Background: an optimization exercise with open tools, aiming at small area, a short achievable clock period and few clock cycles per item. Do not read the settings as production practice.
RTL that was checked went through simulation tests only; none was proved equivalent to the original.
The RTL of run 1 was laid out without a check of its function.

==> flow/design.v, too long to show whole: its modules and the start of the top module <==
// module CONV: 2561 lines
// module FA: 4 lines
module CONV(
	input  wire        clk,
	input  wire        reset,
	output reg         busy,
	input  wire        ready,
	output reg  [11:0] iaddr,
	input  wire [19:0] idata,
	output reg         cwr,
	output reg  [11:0] caddr_wr,
	output reg  [19:0] cdata_wr,
	output wire        crd,
	output wire [11:0] caddr_rd,
	input  wire [19:0] cdata_rd,
	output reg  [2:0]  csel
);
  // ...
==> flow/flow/run.sh <==
#!/bin/bash
set -euo pipefail
MARGIN=6.7
sed "s/SETUP_SLACK_MARGIN=[0-9.]*/SETUP_SLACK_MARGIN=${MARGIN}/" standard.sh > standard_margin.sh
grep -q "SETUP_SLACK_MARGIN=${MARGIN}" standard_margin.sh
bash standard_margin.sh > standard.log 2>&1
==> flow/standard.sh <==
#!/bin/bash
# synth_recipe.tcl (not shown) runs the flow's synth.tcl, then flattens the netlist and writes it again
# the make line also repeats each setting of config.mk as NAME=value (left out here)
make -C /OpenROAD-flow-scripts/flow DESIGN_CONFIG=/design/flow/config.mk WORK_HOME=/design/flow/orfs CLKGATE_MAP_FILE= SYNTH_SCRIPT=/design/flow/synth_recipe.tcl "${@:-finish}"
==> flow/config.mk <==
export PLATFORM = sky130hd
export DESIGN_NAME = CONV
export DESIGN_NICKNAME = CONV
export VERILOG_FILES = /design/flow/design.v
export SDC_FILE = /design/flow/constraint.sdc
export NUM_CORES = 4
export LEC_CHECK = 0
export ABC_CLOCK_PERIOD_IN_PS = 3000
export CAP_MARGIN = 20
export CORE_MARGIN = 2
export CORE_UTILIZATION = 40
export SETUP_SLACK_MARGIN = 5
export SLEW_MARGIN = 20
export SYNTH_HIERARCHICAL = 1
export SYNTH_MINIMUM_KEEP_SIZE = 0
==> flow/constraint.sdc <==
create_clock -name core_clock -period 10.0 [get_ports {clk}]
set_input_delay 2.0000 -clock core_clock [delete_from_list [all_inputs] [get_ports {clk}]]
set_output_delay 2.0000 -clock core_clock [all_outputs]
set_load 0.01 [all_outputs]
==> summary.txt, run 1 <==
Logic synthesis
  • FF+latch count, synth: 1079
  • Synth top cells by count: dfxtp_1 (981), fa_1 (668), nand2_1 (335)
  • Count leader, synth: dfxtp_1
  • Post-synthesis compound-gate area fraction: 9.70%
  • Post-Syn Nets: 5671
  • EDFF count, synth: 61
  • Yosys cell types: 80
  • Post-Synth XOR/XNOR Area: 1.66%
  • Top cell type by total area after synthesis: dfxtp_1
  • Yosys warnings: 7

Critical path
  • CP Buf/Inv Count: 3
  • Setup crit start kind: input pin
  • Worst path depth: 11
  • Cells along the critical path: clkdlybuf4s50_1, inv_1, ha_4, nand3_2, or3_4, o22ai_2, nor3_2, o21a_4, buf_6, mux2i_1, mux2_4
  • Worst Path Required: 10.48 ns

CTS
  • Clock Sinks: 1079
  • Clock latency on the worst-skew pair: 0.77 ns
  • Clock root buffer: clkbuf_16
  • CTS max path bufs: 3
  • CTS buffer count: 114

Final layout
  • Final Net Count: 5840
  • Final Cell Area: 64200 um2
  • Largest cell class: multi-input gates
  • Fraction of area in multi-input gates: 50.3%
  • Area Growth Syn to Fin: 16.9%
  • Ant diodes: 6

STA
  • Pins Over Slew Limit: 0
  • Final hold slack: 0.292 ns

Global routing
  • M3 GR Usage: 5.91%
  • Initial antenna violation count: 8
  • GRT busiest layer: met2

Worst hold path
  • Hold Path Sink: q10[0]
  • Worst hold stages: 0
  • Hold Startpoint: q11[0]

Run status
  • Status: complete, no violations

Floorplanning
  • Initial Utilization: 40.4%

Routing
  • Drt first pass iters: 5
  • Vias/cell: 5.52

Placed design
  • DP HPWL: 124000 um
==> run 2: changes to the inputs <==
--- a/flow/design.v
+++ b/flow/design.v
@@ -2489,29 +2489,23 @@
   wire [19:0] r1 = s1[37] ? 20'd0 : s1[35:16];
   reg [19:0] h1, R0, R1;
   reg [10:0] pa;       
   reg        pa_ok;
   reg [9:0]  pb;       
   reg        pv;
   assign crd = 1'b1;
   assign caddr_rd = {pa[10:6], jd0, pa[5:1], 1'b0};
-  reg s_r1, s_ua, s_uc;
-  always @(posedge clk) begin
-    s_r1 <= (j == 3'd3);
-    s_ua <= (j == 3'd5) || (!m[0] && (j == 3'd2 || j == 3'd3));
-    s_uc <= (j == 3'd0) || (m[0] && j == 3'd2) || (!m[0] && j == 3'd3);
-  end
-  wire [19:0] ma = s_r1 ? R1 : R0;
-  wire gab = ma > cdata_wr;
-  wire gac = ma > cdata_rd;
-  wire gbc = cdata_wr > cdata_rd;
-  wire pk_a = s_ua & gab & (gac | ~s_uc);
-  wire pk_b = ~pk_a & (gbc | ~s_uc);
-  wire [19:0] mr = pk_a ? ma : (pk_b ? cdata_wr : cdata_rd);
+  wire g0w = R0 > cdata_wr;
+  wire g1w = R1 > cdata_wr;
+  wire g1r = R1 > cdata_rd;
+  wire gwr = cdata_wr > cdata_rd;
+  wire [19:0] mwr  = gwr ? cdata_wr : cdata_rd;
+  wire [19:0] m0w  = g0w ? R0 : cdata_wr;
+  wire [19:0] m1wr = (g1w & g1r) ? R1 : mwr;
   always @(posedge clk or posedge reset) begin
     if (reset) begin
       cwr <= 1'b0; pa_ok <= 1'b0; pv <= 1'b0;
     end else if (!busy) begin
       cwr <= 1'b0; pa_ok <= 1'b0; pv <= 1'b0;
     end else begin
       cwr <= 1'b0;
       case (jd)
@@ -2534,33 +2528,33 @@
   always @(posedge clk) h1 <= r1;
   always @(posedge clk) begin
     case (jd)
       3'd4: begin
         csel <= 3'd1; caddr_wr <= {byd, 1'b0, xd}; cdata_wr <= r0;
       end
       3'd5: begin
         csel <= 3'd2; caddr_wr <= {pa[10:6], 1'b0, pa[5:0]}; cdata_wr <= h1;
-        if (md[0]) R0 <= mr;
+        if (md[0]) R0 <= m0w;
       end
       3'd1: begin
         csel <= 3'd1; caddr_wr <= {pa[10:6], 1'b1, pa[5:0]}; cdata_wr <= r0;
       end
       3'd2: begin
         csel <= 3'd2; caddr_wr <= {pa[10:6], 1'b1, pa[5:0]}; cdata_wr <= h1;
-        if (md[0]) R0 <= mr;
-        else begin R0 <= mr; pb <= {pa[10:6], pa[5:1]}; end
+        if (md[0]) R0 <= mwr;
+        else begin R0 <= m0w; pb <= {pa[10:6], pa[5:1]}; end
       end
       3'd3: begin
         if (md[0]) begin csel <= 3'd4; caddr_wr <= {2'b00, pb}; cdata_wr <= R1; end
-        else      begin csel <= 3'd3; caddr_wr <= {2'b00, pb}; cdata_wr <= R0; R1 <= mr; end
+        else      begin csel <= 3'd3; caddr_wr <= {2'b00, pb}; cdata_wr <= R0; R1 <= m1wr; end
       end
       default: begin  
         if (md[0]) begin csel <= 3'd5; caddr_wr <= {1'b0, pb, 1'b0}; cdata_wr <= R0; end
-        else      begin csel <= 3'd5; caddr_wr <= {1'b0, pb, 1'b1}; cdata_wr <= R1; R1 <= mr; end
+        else      begin csel <= 3'd5; caddr_wr <= {1'b0, pb, 1'b1}; cdata_wr <= R1; R1 <= mwr; end
       end
     endcase
   end
 endmodule
 module FA(input wire a, input wire b, input wire c, output wire s, output wire co);
   assign s = a ^ b ^ c;
   assign co = (a & b) | (a & c) | (b & c);
 endmodule
==> flow/flow/run.sh (replaced) <==
#!/bin/bash
set -euo pipefail
MARGIN=7.0
sed "s/SETUP_SLACK_MARGIN=[0-9.]*/SETUP_SLACK_MARGIN=${MARGIN}/" standard.sh > standard_margin.sh
grep -q "SETUP_SLACK_MARGIN=${MARGIN}" standard_margin.sh
bash standard_margin.sh > standard.log 2>&1
==> run 2 against run 1 <==
Net effect:
- maximum frequency up 11%
- critical path depth rose by 4
- utilization up 3.3 points
- setup slack better by 0.38 ns
- hold slack better by 0.025 ns
- clock skew shrank 0.0082 ns
- first-iteration DRC count grew 20%
- global-route usage rose by 1.9 points
- clock-buffer cell count grew 5
- sequential cell count shrank 3
- critical path type is now flip-flop to flip-flop
==> summary.txt, run 2 <==
Run status
  • Status: complete, no violations

Final layout
  • Most frequent cells in the layout: dfxtp_1 (940), fa_1 (447), nand2_1 (351), nor2_1 (240), fa_2 (221)
  • Fillers: 11.7k
  • Commonest non-fill, non-tap cell in the layout: dfxtp_1
  • Final Net Count: 6016 (+3.0%)
  • Largest regs: k0_p: 193 flops, k1_p: 190 flops
  • Max reg flops: 193
  • Layout cells sized above 1: 27.0%
  • Area Growth Syn to Fin: 25.2%
  • Area of the multi-input gates: 34600 um2
  • Most flop-heavy register: k0_p
  • Seq. cell area: 22400 um2

Routing
  • Initial DRC count: 4243
  • Routed len/inst: 26.7 um
  • Detailed-route DRC error count: 0
  • Final WL: 185000 um
  • Routed via count: 38.9k
  • Vias/cell: 5.62 (+1.9%)
  • Antenna-violating nets left: 0
  • Drt first pass iters: 7 (+2)

Logic synthesis
  • EDFF count, synth: 61 (unchanged)
  • Post-synthesis async set-or-reset flop share: 3.44%
  • Count leader, synth: dfxtp_1
  • Yosys cell types: 78 (-2.5%)
  • Register area share after synthesis: 40.7%
  • Yosys warnings: 7 (unchanged)
  • Top cell type by total area after synthesis: dfxtp_1
  • FF+latch count, synth: 1076 (-0.28%)
  • Post-Syn Instances: 4741
  • Average cell area after synthesis: 11.6 um2
  • Netlist Area Pre-Place: 54900 um2
  • Post-Syn Nets: 5718 (+0.83%)
  • Yosys top cell area share: 35.7%
  • Synth top cells by count: dfxtp_1 (978), fa_1 (668), nand2_1 (369)
  • Main synth FF type: dfxtp_1
  • Ranking of synthesized cells by area: dfxtp_1 (36%), fa_1 (24%), ha_1 (6.1%), edfxtp_1 (3.3%), nor2b_1 (2.6%)

Floorplanning
  • Die Span Y: 374 um
  • I/O pins: 105
  • Initial Utilization: 40.4% (-0.042 points)
  • Cell Rows: 135
  • Die area: 140000 um2
  • Die width: 374 um
  • Core Area: 136000 um2

Placed design
  • DP HPWL: 126000 um (+1.9%)
  • IO buf count: 102
  • GPL Wtd Cong: 0.970
  • Dpl ws: 4.61 ns

STA
  • Rel. slew slack: 27.8%
  • Peak Freq: 282 MHz
  • Final hold slack: 0.317 ns (+0.0254 ns)
  • Tightest Pin Transition: 1.08 ns
  • Final Skew: 0.0581 ns
  • Final worst-path cycle share: 35.4%
  • Fin crit period: 3.54 ns
  • Setup TNS: 0 ns
  • Endpoints failing hold: 0
  • Worst Setup Slack, final: 6.46 ns
  • Pins Over Slew Limit: 0 (unchanged)
  • Final setup vio count: 0
  • RSZ-0062 raised after global routing: yes

Critical path
  • Cells on worst reg2reg path: 15
  • Max stage delay cell, worst path: dfxtp_4
  • Critical Path Source: pB
  • Max incr delay on CP: 0.46 ns
  • Critical path type: flip-flop to flip-flop
  • CP top delay family: compound AO/OA/AOI/OAI gates
  • Cells along the critical path: buf_6, mux2_4, nand2_4, inv_4, ha_4, a21o_1, a21o_1, a211oi_2, o311ai_2, o41a_1, a41o_1, o41a_1, a21oi_1, o21bai_1, xor2_1
  • CP Buf/Inv Count: 2 (-1)
  • R2r setup slk: 6.46 ns
  • Reg2reg start: pB
  • FF-to-FF End: u0[20]
  • Worst Path Required: 10.60 ns (+0.12 ns)
  • Critical Path End: u0[20]
  • Max Fanout on Critical Path: 6
  • Worst path depth: 15 (+4)
  • Crit end category: flip-flop
  • CP arrival: 4.14 ns
  • Setup crit start kind: flip-flop

CTS
  • CTS max path bufs: 3 (unchanged)
  • Clock latency on the worst-skew pair: 0.77 ns (about the same)
  • CTS tree: built
  • CTS buffer count: 115 (+0.88%)
  • Clock root buffer: clkbuf_16
  • CTS HTree Levels: 3
  • CTS clock-pin slew for the worst setup and hold paths: 0.06 ns
  • Clock Sinks: 1076 (-0.28%)

Global routing
  • Number of global-route vias before repair: 39.8k
  • GR Overflow Total: 0
  • First-pass GRT wire length: 265000 um
  • GRT Overall Usage: 25.5%
  • Initial antenna violation count: 18 (+10)
  • Largest net degree at the start of global routing: 86

Run
  • Max cap viols: 0

Worst hold path
  • Worst min path class: flip-flop to flip-flop
## run 2: how the worst min path moves through the flow
stage / from / endpoint / slack (ns) / cells after the start
final: first / first2 / 0.32 / 0
after CTS: q12[11] / q11[11] / 0.32 / 0
after detailed placement: first / first2 / 0.31 / 0
after global placement: q11[9] / q10[9] / 0.31 / 0
after global routing: first / first2 / 0.33 / 0
after floorplan: first / first2 / 0.31 / 0
## run 2: kinds of logic after synthesis
| kind of cell | share of synthesized area (%) |
|---|---|
| fa+ha+maj | 30.4 |
| compound gates | 10.5 |
| other cells | 0.0137 |
| simple gates | 10.9 |
| mux | 3.26 |
| buf+inv | 2.51 |
| xor+xnor | 1.74 |
| flops | 40.7 |
## run 2: layer usage
layer,share of wire (%),vias up,GRT usage (%)
li1,-,16800,-
met4,5.8,8,11.8
met1,41,19300,34.8
met5,0.028,-,0
met3,10,619,5.90
met2,43,2173,38.4
## run 2: through the flow
stage          utilization, %  cells  area (um2)
2_1_floorplan               -   4741       55300
3_5_place_dp             42.5   6409       57700
3_3_place_gp             42.5   6409       57700
5_1_grt                  50.6   6916       68700
6_report                 50.6   6922       68700
4_1_cts                  49.2   6837       66800
## run 2: per-module statistics from Yosys (local to each module, per instance)
module,cells inside,flops+latches,times used,area [um2]
FA,1,0,665,20.0
CONV,4076,1076,1,41600
## run 2: final cells by class
type / instances / area share [%]
timing repair buffer: 409 / 7.17
multi-input combinational: 3332 / 50.4
inverter: 103 / 0.683
clock inverter: 55 / 0.969
clock buffer: 157 / 4.79
timing repair inverter: 2 / 0.0328
sequential: 1076 / 32.7
antenna: 7 / 0.0255
tap: 1781 / 3.24
## run 2: what timing repair did
action,CTS,global route
buffers inserted,172,66
hold buffers,0,0
hold endpoints to repair,0,0
pin swaps,273,221
gates cloned,44,12
endpoints found under the setup margin,510,359
gates resized for setup,1087,261
Testbench counts of run 2, summed over its fixed seeds: cycles 147,804, images 12.
==> run 3: changes to the inputs <==
==> flow/flow/run.sh (replaced) <==
#!/bin/bash
set -euo pipefail
MARGIN=6.4
sed "s/SETUP_SLACK_MARGIN=[0-9.]*/SETUP_SLACK_MARGIN=${MARGIN}/" standard.sh > standard_margin.sh
grep -q "SETUP_SLACK_MARGIN=${MARGIN}" standard_margin.sh
bash standard_margin.sh > standard.log 2>&1
==> run 3 against run 2 <==
Net effect:
- non-clock buffer count decreased by 235
- sequential share of layout area increased by 3.2 points
- utilization decreased by 4.6 points
- first-iteration DRC count decreased by 17%
==> summary.txt, run 3 <==
Run status
  • Status: complete, no violations

Logic synthesis
  • Synth top cells by count: dfxtp_1 (978), fa_1 (668), nand2_1 (369)
  • Post-Syn Nets: 5718 (unchanged)
  • Top cell type by total area after synthesis: dfxtp_1
  • Netlist Area Pre-Place: 54900 um2 (unchanged)
  • Main synth FF type: dfxtp_1
  • Register area share after synthesis: 40.7% (unchanged)
  • EDFF count, synth: 61 (unchanged)
  • Yosys cell types: 78 (unchanged)
  • Yosys warnings: 7 (unchanged)
  • Ranking of synthesized cells by area: dfxtp_1 (36%), fa_1 (24%), ha_1 (6.1%), edfxtp_1 (3.3%), nor2b_1 (2.6%)
  • Post-synthesis async set-or-reset flop share: 3.44% (unchanged)
  • Yosys top cell area share: 35.7% (unchanged)
  • FF+latch count, synth: 1076 (unchanged)
  • Post-Syn Instances: 4741 (unchanged)
  • Count leader, synth: dfxtp_1
  • Average cell area after synthesis: 11.6 um2 (unchanged)

Critical path
  • CP Buf/Inv Count: 3 (+1)
  • Cells along the critical path: buf_12, buf_6, mux2_4, nand2_4, inv_4, ha_4, a21o_1, a21o_1, a211oi_2, o311ai_2, o41a_1, a41o_1, o41a_1, a21oi_2, o21bai_1, xor2_1
  • Max stage delay cell, worst path: o41a_1
  • R2r setup slk: 6.36 ns (-0.10 ns)
  • Max Fanout on Critical Path: 4 (-2)
  • Crit end category: flip-flop
  • CP arrival: 4.23 ns (+0.09 ns)
  • Max incr delay on CP: 0.42 ns (-0.04 ns)
  • Critical path type: flip-flop to flip-flop
  • Worst Path Required: 10.59 ns (about the same)
  • CP top delay family: compound AO/OA/AOI/OAI gates
  • Setup crit start kind: flip-flop

Global routing
  • Initial antenna violation count: 17 (-1)
  • Number of global-route vias before repair: 37.8k (-4.8%)
  • First-pass GRT wire length: 247000 um (-6.6%)
  • Largest net degree at the start of global routing: 88 (+2.3%)
  • GR Overflow Total: 0 (unchanged)
  • GRT Overall Usage: 23.7% (-1.8 points)

STA
  • Rel. slew slack: 10.5% (-17 points)
  • RSZ-0062 raised after global routing: yes
  • Final hold slack: 0.313 ns (-0.00431 ns)
  • Final worst-path cycle share: 36.4% (+0.96 points)
  • Endpoints failing hold: 0 (unchanged)
  • Fin crit period: 3.64 ns (+0.0958 ns)
  • Final setup vio count: 0 (unchanged)
  • Peak Freq: 275 MHz (-2.6%)
  • Pins Over Slew Limit: 0 (unchanged)
  • Tightest Pin Transition: 1.33 ns (+0.249 ns)
  • Final Skew: 0.0516 ns (-0.00649 ns)
  • Setup TNS: 0 ns (unchanged)

CTS
  • CTS clock-pin slew for the worst setup and hold paths: 0.06 ns (about the same)
  • CTS buffer count: 112 (-2.6%)
  • Clock latency on the worst-skew pair: 0.75 ns (-0.02 ns)
  • CTS max path bufs: 3 (unchanged)
  • CTS tree: built
  • CTS HTree Levels: 3 (unchanged)
  • Clock Sinks: 1076 (unchanged)
  • Clock root buffer: clkbuf_16

Floorplanning
  • I/O pins: 105 (unchanged)
  • Die width: 374 um (unchanged)
  • Die Span Y: 374 um (unchanged)
  • Cell Rows: 135 (unchanged)
  • Die area: 140000 um2 (unchanged)
  • Core Area: 136000 um2 (unchanged)
  • Initial Utilization: 40.4% (unchanged)

Run
  • Max cap viols: 0 (unchanged)

Placed design
  • GPL Wtd Cong: 0.979 (+0.97%)
  • Placed Cells: 6409 (unchanged)
  • DP HPWL: 127000 um (+0.48%)
  • IO buf count: 102 (unchanged)

Final layout
  • Area Growth Syn to Fin: 13.9%
  • Commonest non-fill, non-tap cell in the layout: dfxtp_1
  • Final Util: 46.0% (-4.6 points)
  • Layout cells sized above 1: 11.2% (-16 points)
  • Most frequent cells in the layout: dfxtp_1 (953), fa_1 (668), nand2_1 (364), ha_1 (255), nor2_1 (253)
  • Max reg flops: 193 (unchanged)
  • Non-filler cells, final: 6665 (-3.7%)
  • Most flop-heavy register: k0_p
  • Final Net Count: 5765 (-4.2%)
  • Largest regs: k0_p: 193 flops, k1_p: 190 flops

Routing
  • Routed via count: 36.7k (-5.7%)
  • Initial DRC count: 3504 (-17%)
  • Detailed-route DRC error count: 0 (unchanged)
  • Routed len/inst: 25.1 um (-6.1%)
  • Vias/cell: 5.50 (-2.1%)
  • Drt first pass iters: 7 (unchanged)
  • Final WL: 167000 um (-9.6%)
  • Antenna-violating nets left: 0 (unchanged)

Worst hold path
  • Worst min path class: flip-flop to flip-flop
## run 3: cell families (layout without fill, tap and decap cells)
| family | after synthesis | in the layout | share of synthesized area (%) |
|---|---|---|---|
| buffers and inverters | 352 | 483 | 2.51 |
| adders and majority gates | 934 | 934 | 30.4 |
| AOI/OAI and AO/OA | 888 | 894 | 10.5 |
| xor gates and xnor gates | 109 | 110 | 1.74 |
| DFF | 1076 | 1076 | 40.7 |
| muxes | 166 | 167 | 3.26 |
| and+or+nand+nor | 1214 | 1214 | 10.9 |
| other | 2 | 6 | 0.0137 |
## run 3: through the flow
| step | setup WS [ns] | area (um2) |
|---|---|---|
| final | 6.36 | 62500 |
| after global routing | 6.29 | 62500 |
| after CTS | 6.39 | 62000 |
| after detailed placement | 4.72 | 57500 |
| after global placement | 4.78 | 57500 |
| after floorplan | 5.70 | 55000 |
## run 3: layout make-up
type / instances / area (um2)
multi-input combinational: 3321 / 31900
timing repair buffer: 174 / 1670
antenna: 4 / 10.0
fill: 12500 / 73300
inverter: 103 / 413
sequential: 1076 / 22400
clock inverter: 55 / 762
tap: 1781 / 2230
clock buffer: 151 / 3140
## run 3: what timing repair did
action,CTS,global route
pin swaps,24,33
setup endpoints to repair,330,162
gates cloned,4,6
setup buffers,23,12
hold buffers,0,0
resized for setup,188,85
## run 3: path summary, 6_finish.rpt
check,cells after the start,startpoint,end
max,16,pB,u0[20]
min,0,q11[2],q10[2]
max reg2reg,16,pB,u0[20]
min reg2reg,0,q11[2],q10[2]
max in group asynchronous,3,reset,m[1]
min in group asynchronous,3,reset,iaddr[11]
## run 3: modules after synthesis, one instance, submodules excluded
module / flops+latches / copies in the design / cells
CONV: 1076 / 1 / 4076
FA: 0 / 665 / 1
## run 3: metal layers
metal	vias up	global-route usage [%]	routed length, um
met5	-	0	90
met4	14	10.3	8010
li1	16200	-	-
met3	436	5.59	15300
met1	18300	32.7	71900
met2	1704	35.5	72100
## run 3: worst register-to-register path: stages (launching register included)
cell,delay (ns)
dfxtp_4,0.35
buf_12,0.14
buf_6,0.12
mux2_4,0.30
nand2_4,0.08
inv_4,0.05
ha_4,0.22
a21o_1,0.15
a21o_1,0.20
a211oi_2,0.29
o311ai_2,0.17
o41a_1,0.42
a41o_1,0.29
o41a_1,0.36
a21oi_2,0.15
o21bai_1,0.08
xor2_1,0.15
==> run 4: changes to the inputs <==
==> flow/flow/run.sh (replaced) <==
#!/bin/bash
set -euo pipefail
MARGIN=7.0
sed "s/SETUP_SLACK_MARGIN=[0-9.]*/SETUP_SLACK_MARGIN=${MARGIN}/" standard.sh > standard_margin.sh
grep -q "SETUP_SLACK_MARGIN=${MARGIN}" standard_margin.sh
bash standard_margin.sh > standard.log 2>&1
--- a/flow/config.mk
+++ b/flow/config.mk
@@ -5,7 +5,7 @@
 export SDC_FILE = /design/flow/constraint.sdc
 export NUM_CORES = 4
 export LEC_CHECK = 0
-export ABC_CLOCK_PERIOD_IN_PS = 3000
+export ABC_AREA = 1
 export CAP_MARGIN = 20
 export CORE_MARGIN = 2
 export CORE_UTILIZATION = 40
==> run 4 against run 3 <==
Net effect:
- sequential share of layout area down 3.7 points
- still clean on timing, DRC and antenna
- critical path type unchanged
- wire length up 33%
- final area up 12%
==> summary.txt, run 4 <==
CTS
  • Clock root buffer: clkbuf_16
  • Cts hold-fix bufs: 0 (unchanged)
  • CTS buffer count: 113 (+0.89%)
  • Clock latency on the worst-skew pair: 0.78 ns (+0.03 ns)
  • Clock Sinks: 1076 (unchanged)
  • CTS max path bufs: 3 (unchanged)
  • CTS HTree Levels: 3 (unchanged)
  • CTS tree: built
  • CTS clock-pin slew for the worst setup and hold paths: 0.07 ns (about the same)

Routing
  • Detailed-route DRC error count: 0 (unchanged)
  • Initial DRC count: 4345 (+24%)
  • Drt first pass iters: 8 (+1)
  • Vias/cell: 5.35 (-2.7%)
  • Final WL: 223000 um (+33%)
  • Routed via count: 44.5k (+21%)
  • Routed len/inst: 26.9 um (+7.1%)
  • Antenna-violating nets left: 0 (unchanged)

Critical path
  • R2r setup slk: 6.64 ns (+0.27 ns)
  • Reg2reg start: first2
  • CP Buf/Inv Count: 4 (+1)
  • Max stage delay cell, worst path: fa_2
  • Max incr delay on CP: 0.56 ns (+0.14 ns)
  • Critical path type: flip-flop to flip-flop
  • Crit end category: flip-flop
  • Worst path depth: 9 (-7)
  • Worst Path Required: 10.60 ns (about the same)
  • FF-to-FF End: k1ac[16]
  • Setup crit start kind: flip-flop
  • Cells along the critical path: buf_6, buf_12, buf_8, buf_12, or2_4, fa_2, fa_2, fa_2, fa_2
  • CP most frequent cell: fa_2
  • Cells on worst reg2reg path: 9 (-7)
  • CP top delay family: adder cells
  • Max Fanout on Critical Path: 5 (+1)
  • CP arrival: 3.96 ns (-0.27 ns)

Final layout
  • Area Growth Syn to Fin: 21.5%
  • Final Net Count: 7277 (+26%)
  • Most flop-heavy register: k0_p
  • Layout cells sized above 1: 18.8% (+7.5 points)
  • Commonest non-fill, non-tap cell in the layout: nand2_1
  • Most frequent cells in the layout: nand2_1 (1172), dfxtp_1 (948), inv_1 (634), fa_1 (454), nor2_1 (377)
  • Max reg flops: 193 (unchanged)
  • Largest regs: k0_p: 193 flops, k1_p: 190 flops
  • Fillers: 13.2k (+5.5%)

STA
  • Final hold slack: 0.306 ns (-0.00626 ns)
  • Setup TNS: 0 ns (unchanged)
  • Final worst-path cycle share: 33.6% (-2.7 points)
  • Final Skew: 0.0706 ns (+0.0190 ns)
  • Fin crit period: 3.36 ns (-0.273 ns)
  • Peak Freq: 297 MHz (+8.1%)
  • RSZ-0062 raised after global routing: yes
  • Rel. slew slack: 30.1% (+20 points)
  • Endpoints failing hold: 0 (unchanged)
  • Pins Over Slew Limit: 0 (unchanged)
  • Tightest Pin Transition: 1.04 ns (-0.295 ns)
  • Final setup vio count: 0 (unchanged)

Logic synthesis
  • Register area share after synthesis: 38.9% (-1.8 points)
  • Average cell area after synthesis: 9.52 um2 (-18%)
  • Yosys warnings: 7 (unchanged)
  • Ranking of synthesized cells by area: dfxtp_1 (34%), fa_1 (23%), nand2_1 (7.9%), ha_1 (5.8%), inv_1 (4.3%)
  • Yosys cell types: 59 (-24%)
  • Post-synthesis async set-or-reset flop share: 3.44% (unchanged)
  • Post-Syn Instances: 6035 (+27%)
  • EDFF count, synth: 61 (unchanged)
  • Yosys top cell area share: 34.1% (-1.6 points)
  • Main synth FF type: dfxtp_1
  • Post-Syn Nets: 7012 (+23%)
  • FF+latch count, synth: 1076 (unchanged)
  • Netlist Area Pre-Place: 57400 um2 (+4.7%)
  • Top cell type by total area after synthesis: dfxtp_1
  • Count leader, synth: nand2_1
  • Synth top cells by count: nand2_1 (1213), dfxtp_1 (978), fa_1 (668)

Global routing
  • GR Overflow Total: 0 (unchanged)
  • Largest net degree at the start of global routing: 60 (-32%)
  • Number of global-route vias before repair: 45.6k (+20%)
  • GRT Overall Usage: 30.1% (+6.4 points)
  • First-pass GRT wire length: 315000 um (+28%)
  • Initial antenna violation count: 17 (unchanged)

Run status
  • Status: complete, no violations

Worst hold path
  • Worst min path class: flip-flop to flip-flop
  • Hold Path Sink: q11[6]
  • Worst hold stages: 0 (unchanged)
  • Hold Startpoint: q12[6]

Placed design
  • IO buf count: 102 (unchanged)
  • DP HPWL: 174000 um (+37%)
  • GPL Wtd Cong: 1.03 (+5.2%)

Floorplanning
  • Die width: 383 um (+2.3%)
  • Initial Utilization: 40.1% (-0.28 points)
  • Cell Rows: 139 (+3.0%)
  • Die area: 147000 um2 (+4.6%)
  • Core Area: 143000 um2 (+5.4%)
  • Die Span Y: 383 um (+2.3%)
  • I/O pins: 105 (unchanged)

Run
  • Max cap viols: 0 (unchanged)
==> run 4: changes by cell type after synthesis, moves of 54 or more <==
cell      change
a21o_1       -54
inv_1       +562
mux2_2       -80
mux2i_1      -66
nand2_1     +844
nand2b_1    -100
nand3_1     +297
nor2_1      +223
nor2b_1     -225
o211ai_1     +56
o21ai_0      +94
==> run 4: per-layer routing <==
metal	share of wire [%]	wire length, um	track usage, %
met1	41	91700	39.3
met3	7.3	16400	4.85
met4	6.8	15300	17.1
met2	45	100000	47.4
met5	0	0	0
==> run 4: timing repair <==
action,in CTS,in global routing
setup buffers,125,30
gates cloned,30,8
setup endpoints to repair,514,317
resized for setup,1041,228
pin swaps,270,148
==> run 4: per-module statistics from Yosys (local to each module, per instance) <==
module / cell area, um2 / cells inside / times used / flip-flops and latches
FA: 20.0 / 1 / 665 / 0
CONV: 44100 / 5370 / 1 / 1076
==> run 4: how the worst max path moves through the flow <==
| stage | startpoint | end | slack, ns |
|---|---|---|---|
| after floorplan | cdata_rd[19] | R1[0] | 6.31 |
| after global placement | cdata_rd[19] | R0[13] | 4.77 |
| after detailed placement | cdata_rd[19] | R0[8] | 4.74 |
| after CTS | pa[5] | caddr_rd[5] | 6.60 |
| after global routing | first2 | k1ac[16] | 6.61 |
| final | first2 | k1ac[16] | 6.64 |
==> run 4: worst reg2reg max path, stage by stage (launching register included) <==
cell and delay (ns):
dfxtp_4 0.41, buf_6 0.15, buf_12 0.13, buf_8 0.12, buf_12 0.14, or2_4 0.28
fa_2 0.54, fa_2 0.44, fa_2 0.56, fa_2 0.44
==> run 4: cell type report <==
cell class	instances	area (um2)	share of cell area (%)
tap	1903	2380	3.41
multi-input combinational	4113	34600	49.5
timing repair buffer	324	3910	5.61
sequential	1076	22400	32.2
inverter	670	2590	3.71
clock buffer	157	3270	4.68
clock inverter	56	609	0.873
antenna	4	10.0	0.0143
timing repair inverter	2	16.3	0.0233
==> run 4: cells by family (layout without fill, tap and decap cells) <==
logic type	Yosys count	in the layout	share of synthesized area (%)
AO/OA/AOI/OAI	823	823	8.21
XOR/XNOR	84	84	1.29
adder cells (fa/ha/maj)	934	934	29.1
buffers and inverters	849	1209	5.71
flip-flops	1076	1076	38.9
multiplexers	20	20	0.392
other	2	6	0.0131
AND/OR/NAND/NOR	2247	2250	16.4
==> run 4: stage by stage <==
stage	worst slack [ns]	util (%)	instances	instance area (um2)
after floorplan	6.31	-	6035	57600
after global placement	4.77	42.3	7895	60500
final	6.64	48.8	8305	69800
after CTS	6.60	47.8	8263	68500
after global routing	6.61	48.7	8301	69800
after detailed placement	4.74	42.3	7895	60500
==> run 5: changes to the inputs <==
==> flow/flow/run.sh (replaced) <==
#!/bin/bash
set -euo pipefail
MARGIN=6.6
sed "s/SETUP_SLACK_MARGIN=[0-9.]*/SETUP_SLACK_MARGIN=${MARGIN}/" standard.sh > standard_margin.sh
grep -q "SETUP_SLACK_MARGIN=${MARGIN}" standard_margin.sh
bash standard_margin.sh > standard.log 2>&1
==> run 5 against run 4 <==
Net effect:
- die area is the same
- highest routed layer is now met5
- critical path depth shrank 3
- wire length fell by 5.1%
- register-to-register slack lost 0.08 ns
- critical path type unchanged
- sequential share of layout area rose by 2.0 points
- utilization fell by 2.8 points
- synthesized cell count unchanged
==> summary.txt, run 5 <==
STA
  • Fin crit period: 3.44 ns (+0.0768 ns)
  • Setup TNS: 0 ns (unchanged)
  • Final worst-path cycle share: 34.4% (+0.77 points)
  • Tightest Pin Transition: 1.04 ns (+0.00706 ns)
  • Worst Setup Slack, final: 6.56 ns (-0.0768 ns)
  • Final setup vio count: 0 (unchanged)
  • Endpoints failing hold: 0 (unchanged)
  • RSZ-0062 raised after global routing: yes
  • Pins Over Slew Limit: 0 (unchanged)
  • Final Skew: 0.0432 ns (-0.0274 ns)
  • Rel. slew slack: 30.1% (about the same)
  • Peak Freq: 291 MHz (-2.2%)

Logic synthesis
  • Count leader, synth: nand2_1
  • EDFF count, synth: 61 (unchanged)
  • Post-synthesis async set-or-reset flop share: 3.44% (unchanged)
  • Register area share after synthesis: 38.9% (unchanged)
  • Post-Syn Instances: 6035 (unchanged)
  • Yosys cell types: 59 (unchanged)
  • Netlist Area Pre-Place: 57400 um2 (unchanged)
  • Top cell type by total area after synthesis: dfxtp_1
  • Synth top cells by count: nand2_1 (1213), dfxtp_1 (978), fa_1 (668)
  • Average cell area after synthesis: 9.52 um2 (unchanged)
  • FF+latch count, synth: 1076 (unchanged)
  • Main synth FF type: dfxtp_1
  • Yosys warnings: 7 (unchanged)
  • Ranking of synthesized cells by area: dfxtp_1 (34%), fa_1 (23%), nand2_1 (7.9%), ha_1 (5.8%), inv_1 (4.3%)
  • Yosys top cell area share: 34.1% (unchanged)
  • Post-Syn Nets: 7012 (unchanged)

Final layout
  • Final Cell Area: 65700 um2 (-5.8%)
  • Layout cells sized above 1: 9.36% (-9.4 points)
  • Most frequent cells in the layout: nand2_1 (1192), dfxtp_1 (953), fa_1 (668), inv_1 (637), nor2_1 (471)
  • Largest regs: k0_p: 193 flops, k1_p: 190 flops
  • Area Growth Syn to Fin: 14.4%
  • Fillers: 13.6k (+3.2%)
  • Non-filler cells, final: 8174 (-1.6%)
  • Most flop-heavy register: k0_p
  • Final Net Count: 7150 (-1.7%)
  • Commonest non-fill, non-tap cell in the layout: nand2_1
  • Max reg flops: 193 (unchanged)

CTS
  • Clock latency on the worst-skew pair: 0.75 ns (-0.03 ns)
  • Clock Sinks: 1076 (unchanged)
  • CTS clock-pin slew for the worst setup and hold paths: 0.06 ns (about the same)
  • CTS HTree Levels: 3 (unchanged)
  • CTS max path bufs: 3 (unchanged)
  • CTS buffer count: 114 (+0.88%)
  • CTS tree: built
  • Clock root buffer: clkbuf_16

Placed design
  • DP HPWL: 174000 um (-0.14%)
  • Placed Cells: 7898 (+0.038%)
  • Dpl ws: 4.78 ns (+0.0397 ns)
  • GPL Wtd Cong: 0.986 (-4.3%)
  • IO buf count: 102 (unchanged)
  • Area after DPL: 60500 um2 (about the same)

Global routing
  • GR Overflow Total: 0 (unchanged)
  • Initial antenna violation count: 14 (-3)
  • Number of global-route vias before repair: 44.8k (-1.8%)
  • GRT Overall Usage: 28.9% (-1.2 points)
  • Largest net degree at the start of global routing: 73 (+22%)
  • First-pass GRT wire length: 305000 um (-3.2%)

Routing
  • WL met1: 88700 um (-3.3%)
  • Antenna-violating nets left: 0 (unchanged)
  • Vias/cell: 5.32 (-0.57%)
  • Top Layer Used: met5
  • Routed via count: 43.5k (-2.1%)
  • Detailed-route DRC error count: 0 (unchanged)
  • Met2 routed WL: 94900 um (-5.1%)
  • Routed len/inst: 25.9 um (-3.6%)
  • Drt first pass iters: 8 (unchanged)
  • Metal3 WL: 15900 um (-2.6%)
  • Final WL: 212000 um (-5.1%)
  • Initial DRC count: 4041 (-7.0%)

Worst hold path
  • Worst min path class: flip-flop to flip-flop
  • Hold Startpoint: q02[0]
  • Worst hold stages: 0 (unchanged)

Floorplanning
  • I/O pins: 105 (unchanged)
  • Initial Utilization: 40.1% (unchanged)
  • Core Area: 143000 um2 (unchanged)
  • Die area: 147000 um2 (unchanged)
  • Die Span Y: 383 um (unchanged)
  • Cell Rows: 139 (unchanged)
  • Die width: 383 um (unchanged)

Critical path
  • Max Fanout on Critical Path: 55 (+50)
  • CP arrival: 4.06 ns (+0.10 ns)
  • Worst Path Required: 10.62 ns (+0.02 ns)
  • Critical path type: flip-flop to flip-flop
  • Reg2reg start: f[1]
  • Setup crit start kind: flip-flop
  • Cells on worst reg2reg path: 6 (-3)
  • Crit end category: flip-flop
  • Critical Path Source: f[1]

Run
  • Max cap viols: 0 (unchanged)

Run status
  • Status: complete, no violations
-- run 5: path summary, 6_finish.rpt --
kind | slack [ns] | endpoint
worst max-delay path | 6.56 | k0_p[120]
worst min-delay path | 0.30 | q01[0]
worst max register to register | 6.56 | k0_p[120]
worst min register to register | 0.30 | q01[0]
max in group asynchronous | 7.91 | iaddr[6]
min in group asynchronous | 1.75 | j[0]
-- run 5: repair_timing --
action,4_1_cts,5_1_grt
setup buffers,42,12
hold buffers,0,0
setup endpoints to repair,385,91
gates resized for setup,324,104
gates cloned,7,1
pin swaps,15,29
-- run 5: routing by layer --
layer,global-route usage (%),vias to the layer above
met5,0,-
met4,15.0,6
met3,5.39,459
met2,45.4,1804
met1,38.1,21500
li1,-,19700
-- run 5: per-stage QoR --
step           utilization [%]  hold slack, ns
2_1_floorplan                -           0.310
3_3_place_gp              42.3           0.310
3_5_place_dp              42.3           0.312
4_1_cts                   45.6           0.299
5_1_grt                   45.9           0.317
6_report                  45.9           0.303
-- run 5: cell families (layout without fill, tap and decap cells) --
group                      after synthesis  after routing  synth area share (%)
AOI/OAI and AO/OA                      823            823                  8.21
xor gates and xnor gates                84             84                  1.29
adders and majority gates              934            934                  29.1
buffers and inverters                  849           1080                  5.71
DFF                                   1076           1076                  38.9
muxes                                   20             20                 0.392
other                                    2              4                0.0131
and+or+nand+nor                       2247           2250                  16.4
-- run 5: modules after synthesis (local to each module, per instance) --
module | cells inside | times used | area [um2]
CONV | 5370 | 1 | 44100
FA | 1 | 665 | 20.0
-- run 5: layout make-up --
class | count | area (um2) | area share (%)
multi-input combinational | 4113 | 32500 | 49.5
sequential | 1076 | 22400 | 34.1
clock buffer | 151 | 3180 | 4.83
inverter | 670 | 2540 | 3.87
tap | 1903 | 2380 | 3.62
timing repair buffer | 196 | 1930 | 2.94
clock inverter | 61 | 718 | 1.09
timing repair inverter | 2 | 15.0 | 0.0228
antenna | 2 | 5.00 | 0.00761
-- run 5: worst max-delay path, cell delays in order (launching register included) --
cell and delay (ns):
dfxtp_4 0.60, nor2_4 0.19, buf_12 0.25, o21ai_0 0.56, fa_1 0.58, fa_1 0.64, fa_1 0.44

==> re-timing with driven ports <==
The results above use ideal ports. As a check the final layouts listed here were re-extracted and re-timed, cells and wires unchanged. Step 1 assumes that a clkbuf_16 drives the clock port and a buf_2 every other input. Step 2 adds t to the input delays and takes it off the output delays; t is the mean of the earliest and latest rising clock arrival at the registers after step 1. Input paths then give back, and output paths get back, about the clock's delay inside the block. a / b / c = no drivers / after step 1 / after step 2; a / b = the first two.
run	t (ns)	slack for setup (ns)	hold WS [ns]	latest minus earliest clock arrival (ns)	worst slew at a driven data input, ns
run 1	0.817	6.075 / 6.123 / 5.306	0.292 / 0.292 / 0.292	0.067 / 0.068	0.06
run 2	0.808	6.460 / 6.460 / 5.701	0.317 / 0.317 / 0.317	0.064 / 0.065	0.07
run 3	0.801	6.364 / 6.364 / 5.699	0.313 / 0.313 / 0.313	0.054 / 0.054	0.06
run 4	0.831	6.637 / 6.570 / 5.955	0.306 / 0.306 / 0.306	0.072 / 0.073	0.08
run 5	0.807	6.560 / 6.560 / 5.887	0.303 / 0.303 / 0.303	0.045 / 0.044	0.07
After both steps every run listed still meets setup and hold. The setup slack of run 1, which loses most, moves by +0.048 ns with the drivers and by -0.769 ns with both steps.
